This design comes from an exercise in tuning for small area and a short achievable clock period on the open sky130 flow, not from production work.

==> job 1105 <==
## lab4_2
module lab4_2( 
              input wire      mode,
              input wire[2:0] opCode,
              input wire[3:0] value,
              input clk,
              input reset,
              output reg[9:0] result,
              output reg cacheFull,
              output reg invalidOp,
              output reg overflow);
	reg [9:0] p1;
	reg [5:0] j;
	reg       w;
	reg [5:0] size;
	reg [3:0] offset;
	reg [2:0] ops  [0:31];
	reg [3:0] vals [0:31];
	reg [2:0] op;
	reg [3:0] v;
	reg       is_setr;	 
	wire in_ok   = ~(opCode[1] & opCode[0]);
	wire load_ok = ~mode & in_ok & ~size[5];
	wire [31:0] dec = 32'd1 << size[4:0];
	wire [31:0] wen;
	l42_wen wdec (.ld(load_ok), .dec(dec), .en(wen));
	genvar e;
	generate
		for (e = 0; e < 32; e = e + 1) begin : wr
			always @(posedge clk) begin
				if (wen[e]) begin
					ops[e]  <= opCode;
					vals[e] <= value;
				end
			end
		end
	endgenerate
	wire is_add2 = ~op[2] & op[0];
	wire is_fma  = ~op[2] & op[1];
	wire [11:0] sadd = {2'b00, result} + (is_add2 ? {2'b00, p1} : 12'd0) + {8'd0, v};
	wire [10:0] tf;
	l42_mac mac (.a(result), .b(p1), .v(v), .t(tf));
	reg big;
	integer m;
	always @(*) begin
		big = 1'b0;
		for (m = 1; m < 10; m = m + 1)
			big = big | ((|(result >> m)) & (|(p1 >> (10 - m))));
	end
	reg [3:0] popc;
	integer q;
	always @(*) begin
		popc = 4'd0;
		for (q = 0; q < 10; q = q + 1) popc = popc + result[q];
	end
	wire [9:0] brev = {result[0], result[1], result[2], result[3], result[4],
	                   result[5], result[6], result[7], result[8], result[9]};
	wire       fsel = mode & is_fma;
	wire [9:0] oth_res = (mode & ~is_setr) ? (op[2] ? (op[0] ? brev : {6'd0, popc}) : sadd[9:0]) : result;
	wire       oth_ovf = mode & (is_setr ? overflow : (~op[2] & (sadd[11] | sadd[10])));
	wire [9:0] res_d;
	wire       ovf_d;
	l42_fin fin (.sel(fsel), .t(tf), .big(big), .o_res(oth_res), .o_ovf(oth_ovf), .res(res_d), .ovf(ovf_d));
	wire [3:0] off_new = is_setr ? v : offset;
	wire [5:0] i_new = w ? {2'b00, off_new} : j;
	wire       off_lt = size[5] | ({1'b0, off_new} < size[4:0]);
	wire       j_lt   = size[5] | (j[4:0] < size[4:0]);
  ...
==> module lab4_2, before the edit <==
module lab4_2( 
              input wire      mode,
              input wire[2:0] opCode,
              input wire[3:0] value,
              input clk,
              input reset,
              output reg[9:0] result,
              output reg cacheFull,
              output reg invalidOp,
              output reg overflow);
	reg [9:0] p1;
	reg [5:0] j;
	reg       w;
	reg [5:0] size;
	reg [3:0] offset;
	reg [2:0] ops  [0:31];
	reg [3:0] vals [0:31];
	reg [2:0] op;
	reg [3:0] v;
	reg       is_setr;	 
	wire in_ok   = ~(opCode[1] & opCode[0]);
	wire load_ok = ~mode & in_ok & ~size[5];
	wire [31:0] dec = 32'd1 << size[4:0];
	wire [31:0] wen;
	l42_wen wdec (.ld(load_ok), .dec(dec), .en(wen));
	genvar e;
	generate
		for (e = 0; e < 32; e = e + 1) begin : wr
			always @(posedge clk) begin
				if (wen[e]) begin
					ops[e]  <= opCode;
					vals[e] <= value;
				end
			end
		end
	endgenerate
	wire is_add2 = ~op[2] & op[0];
	wire is_fma  = ~op[2] & op[1];
	wire [11:0] sadd = {2'b00, result} + (is_add2 ? {2'b00, p1} : 12'd0) + {8'd0, v};
	wire [10:0] tf;
	l42_mac mac (.a(result), .b(p1), .v(v), .t(tf));
	reg big;
	integer m;
	always @(*) begin
		big = 1'b0;
		for (m = 1; m < 10; m = m + 1)
			big = big | ((|(result >> m)) & (|(p1 >> (10 - m))));
	end
	reg [3:0] popc;
	integer q;
	always @(*) begin
		popc = 4'd0;
		for (q = 0; q < 10; q = q + 1) popc = popc + result[q];
	end
	wire [9:0] brev = {result[0], result[1], result[2], result[3], result[4],
	                   result[5], result[6], result[7], result[8], result[9]};
	wire       fsel = mode & is_fma;
	wire [9:0] oth_res = (mode & ~is_setr) ? (op[2] ? (op[0] ? brev : {6'd0, popc}) : sadd[9:0]) : result;
	wire       oth_ovf = mode & (is_setr ? overflow : (~op[2] & (sadd[11] | sadd[10])));
	wire [9:0] res_d;
	wire       ovf_d;
	l42_fin fin (.sel(fsel), .t(tf), .big(big), .o_res(oth_res), .o_ovf(oth_ovf), .res(res_d), .ovf(ovf_d));
	wire [3:0] off_new = is_setr ? v : offset;
	wire [5:0] i_new = w ? {2'b00, off_new} : j;
	wire       off_lt = size[5] | ({1'b0, off_new} < size[4:0]);
	wire       j_lt   = size[5] | (j[4:0] < size[4:0]);
	wire       f_valid = w ? off_lt : j_lt;
	wire [223:0] flat;
	generate
		for (e = 0; e < 32; e = e + 1) begin : rd
			assign flat[7*e +: 7] = {ops[e], vals[e]};
		end
	endgenerate
	wire [6:0] rdq;
	l42_rd rdm (.m(flat), .idx(i_new[4:0]), .q(rdq));
	wire [2:0] f_op = f_valid ? rdq[6:4] : 3'b000;
	wire [3:0] f_v  = f_valid ? rdq[3:0] : 4'b0000;
	wire [5:0] j_new = i_new + 6'd1;
	wire       w_new = w ? ({2'b00, off_new} + 6'd1 == size) : (j + 6'd1 == size);
	wire [5:0] s_inc = size + 6'd1;
	always @(posedge clk or posedge reset) begin
		if (reset) begin
			result <= 10'd0; overflow <= 1'b0;
		end else begin
			result <= res_d;
			overflow <= ovf_d;
		end
	end
	always @(posedge clk or posedge reset) begin
		if (reset) begin
			p1 <= 10'd0; j <= 6'd1; w <= 1'b0; size <= 6'd0; offset <= 4'd0;
			cacheFull <= 1'b0; invalidOp <= 1'b0;
			op <= 3'b000; v <= 4'b0000; is_setr <= 1'b0;
		end else if (~mode) begin
			invalidOp <= ~in_ok;
			if (in_ok) begin
				if (size[5]) cacheFull <= 1'b1;
				else begin
					size <= s_inc;
					w <= (j == s_inc);
				end
			end
			if (load_ok && j[4:0] == s_inc[4:0]) begin
				op <= opCode;
				v <= value;
				is_setr <= opCode[2] & opCode[1];
			end
		end else begin
			invalidOp <= 1'b0;
			offset <= off_new;
			j <= j_new;
			w <= w_new;
			op <= f_op;
			v <= f_v;
			is_setr <= f_op[2] & f_op[1];
			if (!is_setr) p1 <= result;
		end
	end
endmodule
==> module l42_wen, before the edit <==
module l42_wen(input wire ld, input wire [31:0] dec, output wire [31:0] en);
	assign en = dec & {32{ld}};
endmodule
==> module l42_rd, before the edit <==
module l42_rd(input wire [223:0] m, input wire [4:0] idx, output wire [6:0] q);
	genvar b, g;
	generate
		for (b = 0; b < 7; b = b + 1) begin : rb
			wire [7:0] l1;
			wire [1:0] l2;
			for (g = 0; g < 8; g = g + 1) begin : grp
				l42_m4 m1 (.d({m[7*(4*g+3)+b], m[7*(4*g+2)+b], m[7*(4*g+1)+b], m[7*(4*g)+b]}),
				           .s(idx[1:0]), .y(l1[g]));
			end
			l42_m4 m2a (.d(l1[3:0]), .s(idx[3:2]), .y(l2[0]));
			l42_m4 m2b (.d(l1[7:4]), .s(idx[3:2]), .y(l2[1]));
			assign q[b] = idx[4] ? l2[1] : l2[0];
		end
	endgenerate
endmodule
==> module l42_m4, before the edit <==
module l42_m4(input wire [3:0] d, input wire [1:0] s, output wire y);
	assign y = d[s];
endmodule
==> module l42_fin, before the edit <==
module l42_fin(input wire sel, input wire [10:0] t, input wire big,
               input wire [9:0] o_res, input wire o_ovf,
               output wire [9:0] res, output wire ovf);
	assign res = sel ? t[9:0] : o_res;
	assign ovf = sel ? (big | t[10]) : o_ovf;
endmodule
==> flow/config.mk <==
export PLATFORM = sky130hd
export DESIGN_NAME = lab4_2
export DESIGN_NICKNAME = lab4_2
export VERILOG_FILES = /design/flow/design.v
export SDC_FILE = /design/flow/constraint.sdc
export NUM_CORES = 4
export LEC_CHECK = 0
export CAP_MARGIN = 20
export CORE_MARGIN = 2
export CORE_UTILIZATION = 40
export CTS_BUF_LIST = sky130_fd_sc_hd__clkbuf_16
export CTS_CLUSTER_DIAMETER = 100
export CTS_CLUSTER_SIZE = 22
export SETUP_SLACK_MARGIN = 4.5
export SLEW_MARGIN = 20
export SYNTH_HIERARCHICAL = 1
export SYNTH_MINIMUM_KEEP_SIZE = 0
==> flow/constraint.sdc <==
create_clock -name core_clock -period 8.0 [get_ports {clk}]
set_input_delay 1.6000 -clock core_clock [delete_from_list [all_inputs] [get_ports {clk}]]
set_output_delay 1.6000 -clock core_clock [all_outputs]
set_load 0.01 [all_outputs]
run.sh (not shown) runs the stock make flow with config.mk's settings and CLKGATE_MAP_FILE= SYNTH_SCRIPT=/design/flow/synth_recipe.tcl, a recipe that flattens the netlist after the stock synthesis.
==> job 9069: changes against job 1105 <==
--- a/flow/design.v
+++ b/flow/design.v
@@ -22,18 +22,10 @@
 	wire in_ok   = ~(opCode[1] & opCode[0]);
 	wire load_ok = ~mode & in_ok & ~size[5];
-	wire [31:0] dec = 32'd1 << size[4:0];
-	wire [31:0] wen;
-	l42_wen wdec (.ld(load_ok), .dec(dec), .en(wen));
-	genvar e;
-	generate
-		for (e = 0; e < 32; e = e + 1) begin : wr
-			always @(posedge clk) begin
-				if (wen[e]) begin
-					ops[e]  <= opCode;
-					vals[e] <= value;
-				end
-			end
+	always @(posedge clk) begin
+		if (load_ok) begin
+			ops[size[4:0]]  <= opCode;
+			vals[size[4:0]] <= value;
 		end
-	endgenerate
+	end
 	wire is_add2 = ~op[2] & op[0];
 	wire is_fma  = ~op[2] & op[1];
@@ -56,10 +48,7 @@
 	wire [9:0] brev = {result[0], result[1], result[2], result[3], result[4],
 	                   result[5], result[6], result[7], result[8], result[9]};
-	wire       fsel = mode & is_fma;
-	wire [9:0] oth_res = (mode & ~is_setr) ? (op[2] ? (op[0] ? brev : {6'd0, popc}) : sadd[9:0]) : result;
-	wire       oth_ovf = mode & (is_setr ? overflow : (~op[2] & (sadd[11] | sadd[10])));
-	wire [9:0] res_d;
-	wire       ovf_d;
-	l42_fin fin (.sel(fsel), .t(tf), .big(big), .o_res(oth_res), .o_ovf(oth_ovf), .res(res_d), .ovf(ovf_d));
+	wire [9:0] res_new = op[2] ? (op[0] ? brev : {6'd0, popc}) :
+	                     is_fma ? tf[9:0] : sadd[9:0];
+	wire       ovf_new = ~op[2] & (is_fma ? (big | tf[10]) : (sadd[11] | sadd[10]));
 	wire [3:0] off_new = is_setr ? v : offset;
 	wire [5:0] i_new = w ? {2'b00, off_new} : j;
@@ -67,14 +56,6 @@
 	wire       j_lt   = size[5] | (j[4:0] < size[4:0]);
 	wire       f_valid = w ? off_lt : j_lt;
-	wire [223:0] flat;
-	generate
-		for (e = 0; e < 32; e = e + 1) begin : rd
-			assign flat[7*e +: 7] = {ops[e], vals[e]};
-		end
-	endgenerate
-	wire [6:0] rdq;
-	l42_rd rdm (.m(flat), .idx(i_new[4:0]), .q(rdq));
-	wire [2:0] f_op = f_valid ? rdq[6:4] : 3'b000;
-	wire [3:0] f_v  = f_valid ? rdq[3:0] : 4'b0000;
+	wire [2:0] f_op = f_valid ? ops[i_new[4:0]]  : 3'b000;
+	wire [3:0] f_v  = f_valid ? vals[i_new[4:0]] : 4'b0000;
 	wire [5:0] j_new = i_new + 6'd1;
 	wire       w_new = w ? ({2'b00, off_new} + 6'd1 == size) : (j + 6'd1 == size);
@@ -82,16 +63,9 @@
 	always @(posedge clk or posedge reset) begin
 		if (reset) begin
-			result <= 10'd0; overflow <= 1'b0;
-		end else begin
-			result <= res_d;
-			overflow <= ovf_d;
-		end
-	end
-	always @(posedge clk or posedge reset) begin
-		if (reset) begin
-			p1 <= 10'd0; j <= 6'd1; w <= 1'b0; size <= 6'd0; offset <= 4'd0;
-			cacheFull <= 1'b0; invalidOp <= 1'b0;
+			result <= 10'd0; p1 <= 10'd0; j <= 6'd1; w <= 1'b0; size <= 6'd0; offset <= 4'd0;
+			cacheFull <= 1'b0; invalidOp <= 1'b0; overflow <= 1'b0;
 			op <= 3'b000; v <= 4'b0000; is_setr <= 1'b0;
 		end else if (~mode) begin
+			overflow <= 1'b0;
 			invalidOp <= ~in_ok;
 			if (in_ok) begin
@@ -115,35 +89,11 @@
 			v <= f_v;
 			is_setr <= f_op[2] & f_op[1];
-			if (!is_setr) p1 <= result;
+			if (!is_setr) begin
+				result <= res_new;
+				overflow <= ovf_new;
+				p1 <= result;
+			end
 		end
 	end
-endmodule
-module l42_wen(input wire ld, input wire [31:0] dec, output wire [31:0] en);
-	assign en = dec & {32{ld}};
-endmodule
-module l42_rd(input wire [223:0] m, input wire [4:0] idx, output wire [6:0] q);
-	genvar b, g;
-	generate
-		for (b = 0; b < 7; b = b + 1) begin : rb
-			wire [7:0] l1;
-			wire [1:0] l2;
-			for (g = 0; g < 8; g = g + 1) begin : grp
-				l42_m4 m1 (.d({m[7*(4*g+3)+b], m[7*(4*g+2)+b], m[7*(4*g+1)+b], m[7*(4*g)+b]}),
-				           .s(idx[1:0]), .y(l1[g]));
-			end
-			l42_m4 m2a (.d(l1[3:0]), .s(idx[3:2]), .y(l2[0]));
-			l42_m4 m2b (.d(l1[7:4]), .s(idx[3:2]), .y(l2[1]));
-			assign q[b] = idx[4] ? l2[1] : l2[0];
-		end
-	endgenerate
-endmodule
-module l42_m4(input wire [3:0] d, input wire [1:0] s, output wire y);
-	assign y = d[s];
-endmodule
-module l42_fin(input wire sel, input wire [10:0] t, input wire big,
-               input wire [9:0] o_res, input wire o_ovf,
-               output wire [9:0] res, output wire ovf);
-	assign res = sel ? t[9:0] : o_res;
-	assign ovf = sel ? (big | t[10]) : o_ovf;
 endmodule
 module l42_mac(input wire [9:0] a, input wire [9:0] b, input wire [3:0] v, output wire [10:0] t);
Settings changed: SETUP_SLACK_MARGIN 4.5 to 3.5.
==> job 9480: changes against job 1105 <==
--- a/flow/design.v
+++ b/flow/design.v
@@ -22,18 +22,10 @@
 	wire in_ok   = ~(opCode[1] & opCode[0]);
 	wire load_ok = ~mode & in_ok & ~size[5];
-	wire [31:0] dec = 32'd1 << size[4:0];
-	wire [31:0] wen;
-	l42_wen wdec (.ld(load_ok), .dec(dec), .en(wen));
-	genvar e;
-	generate
-		for (e = 0; e < 32; e = e + 1) begin : wr
-			always @(posedge clk) begin
-				if (wen[e]) begin
-					ops[e]  <= opCode;
-					vals[e] <= value;
-				end
-			end
+	always @(posedge clk) begin
+		if (load_ok) begin
+			ops[size[4:0]]  <= opCode;
+			vals[size[4:0]] <= value;
 		end
-	endgenerate
+	end
 	wire is_add2 = ~op[2] & op[0];
 	wire is_fma  = ~op[2] & op[1];
@@ -67,14 +59,6 @@
 	wire       j_lt   = size[5] | (j[4:0] < size[4:0]);
 	wire       f_valid = w ? off_lt : j_lt;
-	wire [223:0] flat;
-	generate
-		for (e = 0; e < 32; e = e + 1) begin : rd
-			assign flat[7*e +: 7] = {ops[e], vals[e]};
-		end
-	endgenerate
-	wire [6:0] rdq;
-	l42_rd rdm (.m(flat), .idx(i_new[4:0]), .q(rdq));
-	wire [2:0] f_op = f_valid ? rdq[6:4] : 3'b000;
-	wire [3:0] f_v  = f_valid ? rdq[3:0] : 4'b0000;
+	wire [2:0] f_op = f_valid ? ops[i_new[4:0]]  : 3'b000;
+	wire [3:0] f_v  = f_valid ? vals[i_new[4:0]] : 4'b0000;
 	wire [5:0] j_new = i_new + 6'd1;
 	wire       w_new = w ? ({2'b00, off_new} + 6'd1 == size) : (j + 6'd1 == size);
@@ -118,26 +102,4 @@
 		end
 	end
-endmodule
-module l42_wen(input wire ld, input wire [31:0] dec, output wire [31:0] en);
-	assign en = dec & {32{ld}};
-endmodule
-module l42_rd(input wire [223:0] m, input wire [4:0] idx, output wire [6:0] q);
-	genvar b, g;
-	generate
-		for (b = 0; b < 7; b = b + 1) begin : rb
-			wire [7:0] l1;
-			wire [1:0] l2;
-			for (g = 0; g < 8; g = g + 1) begin : grp
-				l42_m4 m1 (.d({m[7*(4*g+3)+b], m[7*(4*g+2)+b], m[7*(4*g+1)+b], m[7*(4*g)+b]}),
-				           .s(idx[1:0]), .y(l1[g]));
-			end
-			l42_m4 m2a (.d(l1[3:0]), .s(idx[3:2]), .y(l2[0]));
-			l42_m4 m2b (.d(l1[7:4]), .s(idx[3:2]), .y(l2[1]));
-			assign q[b] = idx[4] ? l2[1] : l2[0];
-		end
-	endgenerate
-endmodule
-module l42_m4(input wire [3:0] d, input wire [1:0] s, output wire y);
-	assign y = d[s];
 endmodule
 module l42_fin(input wire sel, input wire [10:0] t, input wire big,
Settings changed: SETUP_SLACK_MARGIN 4.5 to 4.0.
==> notes <==
Job 1105 went through all stages and came out clean. Job 9069 produced a clean layout. Job 9480 completed with no timing, DRC or antenna violations. Fmax: job 9069 < job 9480 < job 1105. Critical path depth: job 9480 < job 1105 < job 9069. Non-clock buffer count: job 9069 is lower than job 1105 (9). Worst hold slack: job 9069 < job 9480 < job 1105. Wire length: job 1105 < job 9069 < job 9480. The lowest sequential share of layout area belongs to job 1105, the highest to job 9069.
==> figures <==
| metric | job 9480 | job 1105 | job 9069 |
|---|---|---|---|
| Count of cell types in the netlist | 74 | 71 | 76 |
| Number of violations reported at the end of detailed-routing iteration 0 | 860 | 755 | 836 |
| Multi-input gate share of the layout cell area | 39.6% | 40.3% | 39.3% |
| DR top layer | met5 | met4 | met4 |
| Layout cell share with drive strength beyond 1 | 16.2% | 24.0% | 15.5% |
| Cell depth of the worst setup path | 15 | 18 | 19 |
| Post-synthesis share of cell area spent on and, or, nand and nor gates | 8.36% | 9.68% | 8.95% |
| Number of CTS-inserted buffers | 18 | 16 | 16 |
| Post-synthesis mux area share | 11.9% | 13.9% | 11.3% |
| Die outline area | 0.0388 sq mm | 0.0388 sq mm | 0.0386 sq mm |
| Hold path endpoint | j[0]$_DFFE_PP1P_ | cacheFull$_DFFE_PP0P_ | cacheFull$_DFFE_PP0P_ |
| Met2 usage in global routing | 28.4% | 31.0% | 30.2% |
| Number of placed cells counting well taps | 1605 | 1569 | 1606 |
| Syn_nets | 1258 | 1206 | 1256 |
| Mean number of vias per cell | 5.73 | 5.56 | 5.68 |
| Status | complete, no violations | complete, no violations | complete, no violations |
Function was not checked in any run of this note: the RTL went through the layout flow alone.

==> what the ideal ports hide <==
How much do the figures lean on ideal ports? The routed layouts below were timed once more, with nothing changed but the port constraints.
Step 1 sets driving cells, clkbuf_16 on the clock port and buf_2 on the other inputs (assumed; they add their load-dependent delay and slew).
Step 2 times the ports against the registers' clock, not the clock port: input delays grow and output delays shrink by t, the midpoint of the rising clock arrivals with the driver on.
a / b / c = no drivers / after step 1 / after step 2; a / b = the first two.
| run | shift t [ns] | slack for setup (ns) | worst setup path at the end | latest minus earliest clock arrival (ns) | pins driven straight from the clock port |
|---|---|---|---|---|---|
| job 1105 | 0.542 | 4.034 / 4.034 / 4.034 | register to register | 0.011 / 0.011 | 1 |
| job 9069 | 0.542 | 3.230 / 3.230 / 3.230 | register to register | 0.023 / 0.023 | 1 |
| job 9480 | 0.553 | 3.910 / 3.910 / 3.500 | input to register | 0.035 / 0.035 | 1 |
After both steps every run listed still meets setup and hold. For job 9480, which loses most, drivers alone change the setup slack by 0.000 ns; drivers and shift together by -0.410 ns.
